This design comes from an exercise in tuning for a short achievable clock period and few clock cycles on the open sky130 flow, not from production work.
Only simulation tests tie the RTL to the original design; equivalence was not proved.
Power is estimated from default activity; no workload was simulated.

[flow/design.v]
module ALU#(
  parameter WIDTH = 32
)(
  input [WIDTH - 1:0] a, b,
  input [2:0] m,
  output reg [WIDTH - 1:0] y,
  output reg cf, of, zf
);
  always @(*) begin
    case (m)
      3'b000: y = a + b;
      3'b001: y = a - b;
      3'b010: y = a & b;
      3'b011: y = a | b;
      3'b100: y = a ^ b;
      default: y = 0;
    endcase
  end
  always @(*) begin
    case ({m[0], a[WIDTH - 1], b[WIDTH - 1], y[WIDTH - 1]})
      4'b0111, 4'b0010, 4'b0100, 4'b1111, 4'b1001, 4'b1010: cf = 1;
      default: cf = 0;
    endcase
  end
  always @(*) begin
    case ({m[0], a[WIDTH - 1], b[WIDTH - 1], y[WIDTH - 1]})
      4'b0001, 4'b0110, 4'b1011, 4'b1100: of = 1;
      default: of = 0;
    endcase
  end
  always @(*) begin
    zf = ~(| y[0]);
  end
endmodule
module RegFile#(
  parameter WIDTH = 32
)(
  input clk, rst, we,
  input [4:0] ra0, ra1, wa,
  input [WIDTH - 1:0] wd,
  output reg [WIDTH - 1:0] rd0, rd1
);
  reg [WIDTH - 1:0] regvec[31:0];
  always @(*) begin
    rd0 = (we & (wa == ra0) & (| ra0)) ? wd : regvec[ra0];
    rd1 = (we & (wa == ra1) & (| ra1)) ? wd : regvec[ra1];
  end
  integer i;
  always @(posedge clk) begin
    if (rst) begin
      for (i = 0; i < 32; i = i + 1) begin
        regvec[i] <= 0;
      end
    end else begin
      if (we) begin
        if (wa != 0) begin
          regvec[wa] <= wd;
        end
      end
    end
  end
endmodule
module Ctl(
  input clk, rst,
  input [31:0] ins,
  output f_jmp, f_branch, f_rd, f_rw, f_m2r, f_mw, f_alus, f_aluo, f_choke
);
  wire [5:0] op;
  assign op = ins[31:26];
  wire [4:0] ra0;
  assign ra0 = ins[25:21];
  wire [4:0] ra1;
  assign ra1 = ins[20:16];
  reg [31:0] pre_ins;
  wire [5:0] pre_op;
  assign pre_op = pre_ins[31:26];
  wire [4:0] pre_wa;
  assign pre_wa = pre_ins[20:16];
  assign f_choke = (pre_op == 6'b000100) || (
    (pre_op == 6'b100011) && (| pre_wa) && (
      (
        (op != 6'b000010) && (ra0 == pre_wa)
      ) || (
        ((op == 6'b000000) || (op == 6'b000100) || (op == 6'b101011)) && (ra1 == pre_wa)
      )
    )
  );
  assign f_jmp = f_choke ? 0 : op == 6'b000010;
  always @(posedge clk) begin
    if (rst) begin
      pre_ins <= 0;
    end else begin
      pre_ins <= f_choke ? 0 : ins;
    end
  end
  reg ifid_branch, ifid_rd, ifid_rw, ifid_m2r, ifid_mw, ifid_alus, ifid_aluo;
  always @(posedge clk) begin
    if (f_choke || rst) begin
      ifid_branch <= 0;
      ifid_rw <= 0;
      ifid_m2r <= 0;
      ifid_mw <= 0;
      ifid_alus <= 0;
      ifid_aluo <= 0;
      ifid_rd <= 0;
    end else begin
      ifid_rw <= (op == 6'b000000) || (op == 6'b001000) || (op == 6'b100011);
      ifid_m2r <= op == 6'b100011;
      ifid_mw <= op == 6'b101011;
      ifid_alus <= (op == 6'b001000) || (op == 6'b100011) || (op == 6'b101011);
      ifid_aluo <= op == 6'b000100;
      ifid_branch <= op == 6'b000100;
      ifid_rd <= op == 6'b000000;
    end
  end
  assign f_rd = ifid_rd;
  assign f_branch = ifid_branch;
  reg idex_rw, idex_m2r, idex_mw, idex_alus, idex_aluo;
  always @(posedge clk) begin
    if (rst) begin
      idex_rw <= 0;
      idex_m2r <= 0;
      idex_mw <= 0;
      idex_alus <= 0;
      idex_aluo <= 0;
    end else begin
      idex_rw <= ifid_rw;
      idex_m2r <= ifid_m2r;
      idex_mw <= ifid_mw;
      idex_alus <= ifid_alus;
      idex_aluo <= ifid_aluo;
    end
  end
  assign f_alus = idex_alus;
  assign f_aluo = idex_aluo;
  reg exmem_rw, exmem_m2r, exmem_mw;
  always @(posedge clk) begin
    if (rst) begin
      exmem_rw <= 0;
      exmem_m2r <= 0;
      exmem_mw <= 0;
    end else begin
      exmem_rw <= idex_rw;
      exmem_m2r <= idex_m2r;
      exmem_mw <= idex_mw;
    end
  end
  assign f_mw = exmem_mw;
  reg memwb_rw, memwb_m2r;
  always @(posedge clk) begin
    if (rst) begin
      memwb_m2r <= 0;
      memwb_rw <= 0;
    end else begin
      memwb_m2r <= exmem_m2r;
      memwb_rw <= exmem_rw;
    end
  end
  assign f_m2r = memwb_m2r;
  assign f_rw = memwb_rw;
endmodule
module PipelineCPU(
  input clk, rst,
  output [8:0] imem_addr,
  input [31:0] imem_data,
  output [8:0] dmem_addr,
  output [31:0] dmem_wdata,
  output dmem_we,
  input [31:0] dmem_rdata
);
  wire [8:0] ins_a;
  wire [31:0] ins_spo;
  wire reg_we;
  wire [4:0] ra0, ra1, wa;
  wire [31:0] rd0, rd1, wd;
  RegFile#(.WIDTH(32)) reg_file(
    .clk(clk), .rst(rst), .we(reg_we), .ra0(ra0), .ra1(ra1), .wa(wa), .wd(wd),.rd0(rd0), .rd1(rd1));
  wire [31:0] a, b, y;
  wire [2:0] m;
  wire zf;
  ALU#(.WIDTH(32)) alu(.a(a), .b(b), .m(m), .y(y), .zf(zf));
  wire mem_we;
  wire [8:0] mem_a;
  wire [31:0] mem_d, mem_spo;
  assign imem_addr = ins_a;
  assign ins_spo = imem_data;
  assign dmem_addr = mem_a;
  assign dmem_wdata = mem_d;
  assign dmem_we = mem_we;
  assign mem_spo = dmem_rdata;
  wire [5:0] op;
  wire f_jmp, f_branch, f_rd, f_rw, f_m2r, f_mw, f_alus, f_aluo;
  wire f_choke;
  Ctl ctl(
    .clk(clk), .rst(rst), .ins(ins_spo),
    .f_jmp(f_jmp), .f_branch(f_branch), .f_rd(f_rd), .f_rw(f_rw),
    .f_m2r(f_m2r), .f_mw(f_mw), .f_alus(f_alus), .f_aluo(f_aluo),
    .f_choke(f_choke));
  reg [31:0] pc;
  assign ins_a = pc[10:0] >> 2;
  wire [31:0] npc_ser;
  assign npc_ser = pc + 4;
  wire [31:0] npc_j;
  assign npc_j = {npc_ser[31:28], ins_spo[25:0] << 2};
  assign op = ins_spo[31:26];
  reg [31:0] ifid_ins, ifid_npc_ser;
  reg ifid_valid;
  always @(posedge clk) begin
    if (rst) begin
      ifid_ins <= 0;
      ifid_valid <= 0;
    end else begin
      ifid_ins <= ins_spo;
      ifid_valid <= ~f_choke;
    end
    ifid_npc_ser <= npc_ser;
  end
  assign ra0 = ifid_ins[25:21];
  assign ra1 = ifid_ins[20:16];
  wire [4:0] wa_pre;
  assign wa_pre = f_rd ? ifid_ins[15:11] : ifid_ins[20:16];
  wire [31:0] imm;
  assign imm = {{16{ifid_ins[15]}}, ifid_ins[15:0]};
  wire w_ex2wb;
  assign w_ex2wb = ifid_valid && (((ifid_ins[31:26] == 6'b000000) && (| ifid_ins[15:11]))
    || ((ifid_ins[31:26] == 6'b001000) && (| ifid_ins[20:16])));
  wire w_mem2wb;
  assign w_mem2wb = ifid_valid && (ifid_ins[31:26] == 6'b100011) && (| ifid_ins[20:16]);
  reg [31:0] idex_rd0, idex_rd1, idex_imm, idex_npc_ser;
  reg [31:0] exmem_y;
  reg [4:0] idex_wa, exmem_wa;
  reg idex_w_ex2wb, exmem_w_ex2wb;
  reg idex_w_mem2wb, exmem_w_mem2wb;
  wire [31:0] rd0_bypass, rd1_bypass;
  assign rd0_bypass = (| ra0) ? (
    idex_w_ex2wb && (ra0 == idex_wa) ? y : (
      exmem_w_mem2wb && (ra0 == exmem_wa) ? mem_spo : (
        exmem_w_ex2wb && (ra0 == exmem_wa) ? exmem_y : rd0
      )
    )
  ) : 0;
  assign rd1_bypass = (| ra1) ? (
    idex_w_ex2wb && (ra1 == idex_wa) ? y : (
      exmem_w_mem2wb && (ra1 == exmem_wa) ? mem_spo : (
        exmem_w_ex2wb && (ra1 == exmem_wa) ? exmem_y : rd1
      )
    )
  ) : 0;
  wire [31:0] npc_beq;
  assign npc_beq = ifid_npc_ser + (imm << 2);
  wire beq_zf;
  assign beq_zf = rd0_bypass == rd1_bypass;
  wire [31:0] npc;
  assign npc = rst ? 0 : (
    f_jmp ? npc_j : (
      f_branch & beq_zf ? npc_beq : (
        f_choke ? pc : npc_ser
      )
    )
  );
  always @(posedge clk) begin
    idex_rd0 <= rd0_bypass;
    idex_rd1 <= rd1_bypass;
    idex_imm <= imm;
    idex_npc_ser <= ifid_npc_ser;
    idex_wa <= wa_pre;
    if (rst) begin
      idex_w_ex2wb <= 0;
      idex_w_mem2wb <= 0;
    end else begin
      idex_w_ex2wb <= w_ex2wb;
      idex_w_mem2wb <= w_mem2wb;
    end
  end
  assign a = idex_rd0;
  assign b = f_alus ? idex_imm : idex_rd1;
  assign m = f_aluo;
  always @(posedge clk) begin
    pc <= npc;
  end
  reg [31:0] exmem_mem_d;
  always @(posedge clk) begin
    exmem_y <= y;
    exmem_mem_d <= idex_rd1;
    exmem_wa <= idex_wa;
    if (rst) begin
      exmem_w_ex2wb <= 0;
      exmem_w_mem2wb <= 0;
    end else begin
      exmem_w_ex2wb <= idex_w_ex2wb;
      exmem_w_mem2wb <= idex_w_mem2wb;
    end
  end
  assign mem_a = exmem_y[10:0] >> 2;
  assign mem_d = exmem_mem_d;
  assign mem_we = f_mw;
  reg [31:0] memwb_mem_spo, memwb_y;
  reg [4:0] memwb_wa;
  always @(posedge clk) begin
    memwb_mem_spo <= mem_spo;
    memwb_y <= exmem_y;
    memwb_wa <= exmem_wa;
  end
  assign wa = memwb_wa;
  assign wd = f_m2r ? memwb_mem_spo : memwb_y;
  assign reg_we = f_rw;
endmodule
[flow/run.sh]
#!/bin/bash
# synth_recipe.tcl (not shown) runs the flow's synth.tcl, then flattens the netlist and writes it again
# the make line also repeats each setting of config.mk as NAME=value (left out here)
make -C /OpenROAD-flow-scripts/flow DESIGN_CONFIG=/design/flow/config.mk WORK_HOME=/design/flow/orfs CLKGATE_MAP_FILE= SYNTH_SCRIPT=/design/flow/synth_recipe.tcl finish
[flow/config.mk]
export PLATFORM = sky130hd
export DESIGN_NAME = PipelineCPU
export DESIGN_NICKNAME = PipelineCPU
export VERILOG_FILES = /design/flow/design.v
export SDC_FILE = /design/flow/constraint.sdc
export NUM_CORES = 4
export LEC_CHECK = 0
export CAP_MARGIN = 20
export CORE_MARGIN = 2
export CORE_UTILIZATION = 40
export SETUP_SLACK_MARGIN = 0.4
export SLEW_MARGIN = 20
[flow/constraint.sdc]
create_clock -name core_clock -period 6.5 [get_ports {clk}]
set_input_delay 1.3000 -clock core_clock [delete_from_list [all_inputs] [get_ports {clk}]]
set_output_delay 1.3000 -clock core_clock [all_outputs]
set_load 0.01 [all_outputs]
==> run summary <==
## cell type report
type	count	area, um2
Fill cell	14880	89970
Sequential cell	1329	36900
Multi-Input combinational cell	3545	29050
Clock buffer	186	3887
Timing Repair Buffer	418	3806
Tap cell	2204	2758
Clock inverter	71	618.1
Inverter	55	206.4
Antenna cell	11	27.53
## kinds of logic after synthesis
kind of cell | after synthesis
AOI/OAI and AO/OA | 774
and+or+nand+nor | 1828
DFF | 1329
other | 1
buffers and inverters | 547
muxes | 732
xor gates and xnor gates | 136
adders and majority gates | 43
## flip-flops by register name, summed over array words and instances, names as in the netlist, 5 cells and up
signal	cells
memwb_wa	5
idex_rd0	32
ifid_ins	32
idex_rd1	32
pc	9
memwb_mem_spo	32
memwb_y	32
exmem_mem_d	32
exmem_y	32
reg_file.regvec	1024
idex_imm	16
idex_wa	5
ifid_npc_ser	9
exmem_wa	5
ctl.pre_ins	11
## power by group through the flow
stage               Combinational, mW  Clock, mW  Sequential [mW]
floorplan                        2.78          0             10.1
global placement                 4.65          0             10.4
detailed placement               4.68          0             10.4
CTS                              4.76       8.13             10.3
global route                     5.16       8.48             10.3
finish                           5.02       8.10             10.3
## repair_timing
action                     4_1_cts  5_1_grt
cloned                           0        1
setup endpoints to repair        9        9
setup buffers                   20        7
resized for setup               35       49
pin swaps                       22       38
## final timing paths
kind,from,to,slack (ns),depth (start not counted)
worst min-delay path,ifid_ins[10],idex_imm[10],0.32,0
worst max register to register,ifid_ins[17],pc[7],0.56,17
worst max-delay path,ifid_ins[17],pc[7],0.56,17
worst min register to register,ifid_ins[10],idex_imm[10],0.32,0
## stage by stage
| step | hold WS (ns) | power (mW) | utilization | TNS (ns) | instances |
|---|---|---|---|---|---|
| after floorplan | 0.3096 | 12.90 | - | 0 | 5421 |
| after global placement | 0.3165 | 15.07 | 0.4303 | -0.02365 | 7519 |
| after detailed placement | 0.3158 | 15.11 | 0.4305 | -0.3447 | 7520 |
| after CTS | 0.3256 | 23.15 | 0.4592 | 0 | 7797 |
| after global routing | 0.3307 | 23.96 | 0.4619 | 0 | 7811 |
| final | 0.3232 | 23.40 | 0.4620 | 0 | 7819 |
## routing by layer
layer  track usage  wire [um]
met5             0         52
met4        0.1771      17310
met3       0.08290      33300
met2        0.4616     120200
met1        0.4136     102500
## cell usage after synthesis, types with 28 or more instances
master and instances:
inv_1 52, a211oi_1 41, mux2_2 61, nand4_1 31, nand2_1 208, a221oi_1 32
o22ai_1 82, edfxtp_1 1024, mux2i_1 249, buf_1 34, a22oi_1 61, nand2b_1 70
ha_1 41, dfxtp_1 305, o21ai_0 130, nor3_1 61, xnor2_1 79, buf_6 28
mux4_2 402, buf_4 46, xor2_1 57, nor2_1 1162, o211ai_1 48, nand3_1 68
buf_2 71, a21oi_1 130, clkbuf_1 305, nor2b_1 77
==> metrics.md <==
| Metric | Value |
|---|---|
| Top delay family on crit path | simple AND/OR/NAND/NOR gates |
| Reg clk slew, reported paths | 0.06 ns |
| Simple-Gate Fraction of Synth Area | 0.1192 |
| Slowest stage delay, CP | between 0.8 and 0.9 ns |
| Synth cell types | 97 |
| DRC viols | 0 |
| Worst vdd ir | between 0.0003 and 0.0004 V |
| Dominant synthesized flop cell | edfxtp_1 |
| Logic pwr share | 0.215 |
| Worst setup slack after layout | 0.5559 ns |
| Post-synthesis async set-or-reset flop share | 0 |
| Most Frequent Cell on Critical Path | buf_12 |
| Num CTS Buffers | 144 |
| Most frequent cells in the layout | nor2_1, edfxtp_1, mux4_2, dfxtp_1, buf_4 |
| Max-slew headroom | 0.1946 |
| Critical Path End Type | flip-flop |
| Post-CTS Hold Fix Bufs | 0 |
| Gr usage total | 0.3115 |
| Pwr Density | 303.0 nW/um2 |
| Switching share of power | 0.3214 |
| Worst slew pin tran | 1.208 ns |
| Clk root buf | clkbuf_16 |
| Worst skew pair latency | 0.81 ns |
| CP startpoint kind | flip-flop |
| Clock group share of total power | 0.346 |
| Die height | 414.4 um |
| Mux contribution to synthesized area | 0.1887 |
| Htree depth | 4 |
| Final setup fails | 0 |
| Synth Instances | ~5400 |
| Commonest non-fill, non-tap cell in the layout | nor2_1 |
| Maximum clock rate | 168.2 MHz |
| Crit Path Max Fanout | 45 |
| Largest family of logic cells by synthesized area | multiplexers |
| Int Pwr | 15.88 mW |
| Fraction of layout cells with a size suffix above 1 | 0.2102 |
| Final HPWL from detailed placement | roughly 180000 um |
| RSZ-0062 raised after global routing | true |
| Core area | 167200 um2 |
| Share of power burned in registers | 0.439 |
| Initial antenna violation count | 15 |
| Iteration-0 DRC Markers | 8522 |
| TritonRoute pass-1 iters | 8 |
| Yosys reg bits | 1329 |
| Post-Place Cell Area | between 70000 and 80000 um2 |
| Routed WL | ~270000 um |
| Area contributors post-synth | edfxtp_1, mux4_2, dfxtp_1, nor2_1, mux2i_1 |
| Register area share after synthesis | 0.5470 |
| Buf+Inv Stages, Crit Path | 4 |
| Fin crit share | 0.9145 |
| Compound-cell area share of the yosys netlist | 0.08016 |
| Nets | 5602 |
| First-pass GRT wire length | 380600 um |
| Crit path DAT | 6.63 ns |
| Max Cap Violations | 0 |
| Num ports | about 120 |
| Worst Path Required | 7.19 ns |
| Fin. max-slew vios | 0 |
| Post-Synth XOR/XNOR Area | 0.01768 |
| Num rows | 150 |
| CTS tree | done |
| Largest net degree at the start of global routing | around 120 |
| Crit path cell chain | buf_12, nand3b_1, buf_4, o22ai_1, nor4_1, nor3_1, o22ai_1, xor2_1, a2111oi_4, nand4_1, nor4_4, nand3_2, nor4b_4, buf_12, buf_12, a2111oi_4, a221o_1 |
| Adder-cell share of the synthesized area | 0.008207 |
| Share of the synthesized area in the top cell type | 0.4563 |
| Final Hold Fails | 0 |
| Die ar. | 171800 um2 |
| Gr ovfl total | 0 |
| P&R area growth vs syn | 14.65% |
| Gpl congestion | around 0.98 |
| Place WS | -0.1221 ns |
| Worst min-delay path class | reg -> reg |
| Die width | 414.4 um |
| CP max stage cell | dfxtp_4 |
| Ys Warns | 4 |
| Port Buffers | 116 |
| Status | finished clean |
| Leak | 27.54 nW |
| Kind of critical path | reg -> reg |
| Switching power | 7.521 mW |
| Sink Count | 1329 |
| Drt wl/cell | 34.96 um |
| Number of synthesized flops with an enable pin | approximately 1000 |
| Clk buf depth | 3 |
| Routed vias/inst | 6.548 |
| Initial core utilization | 0.4029 |
| Worst clock skew | 0.02538 ns |
| Vias post-DR | 51200 |
| Antenna Nets Post-Route | 0 |
| Number of global-route vias before repair | between 40000 and 50000 |
| Mean post-synth cell area | 12.50 um2 |
| Area leader, netlist | edfxtp_1 |
| Syn Std Cell Area | 67380 um2 |
| Final Instance Area | 77250 um2 |
| Minimum clock period | 5.944 ns |
Testbench counts, summed over its fixed seeds: cycles 79,718.

static timing again, ports no longer ideal:
In the flow no input, the clock included, has a driving cell. The finished layout below was timed again as built, in two steps.
Step 1, drivers: a clkbuf_16 drives clk and a buf_2 each remaining input, both assumed.
Step 2, shift: input delay + t, output delay - t, t = (earliest + latest rising clock arrival at the registers) / 2. This alone moves slack from input paths to output paths.
a / b / c = no drivers / after step 1 / after step 2; a / b = the first two.
shift t [ns]: 0.873
slack for setup (ns): 0.556 / 0.556 / 0.556
worst setup path after step 2: register to register
worst slew at a driven data input, ns: 0.11
After both steps this run still meets setup and hold. The setup slack of this run moves by 0.000 ns with the drivers and by 0.000 ns with both steps.
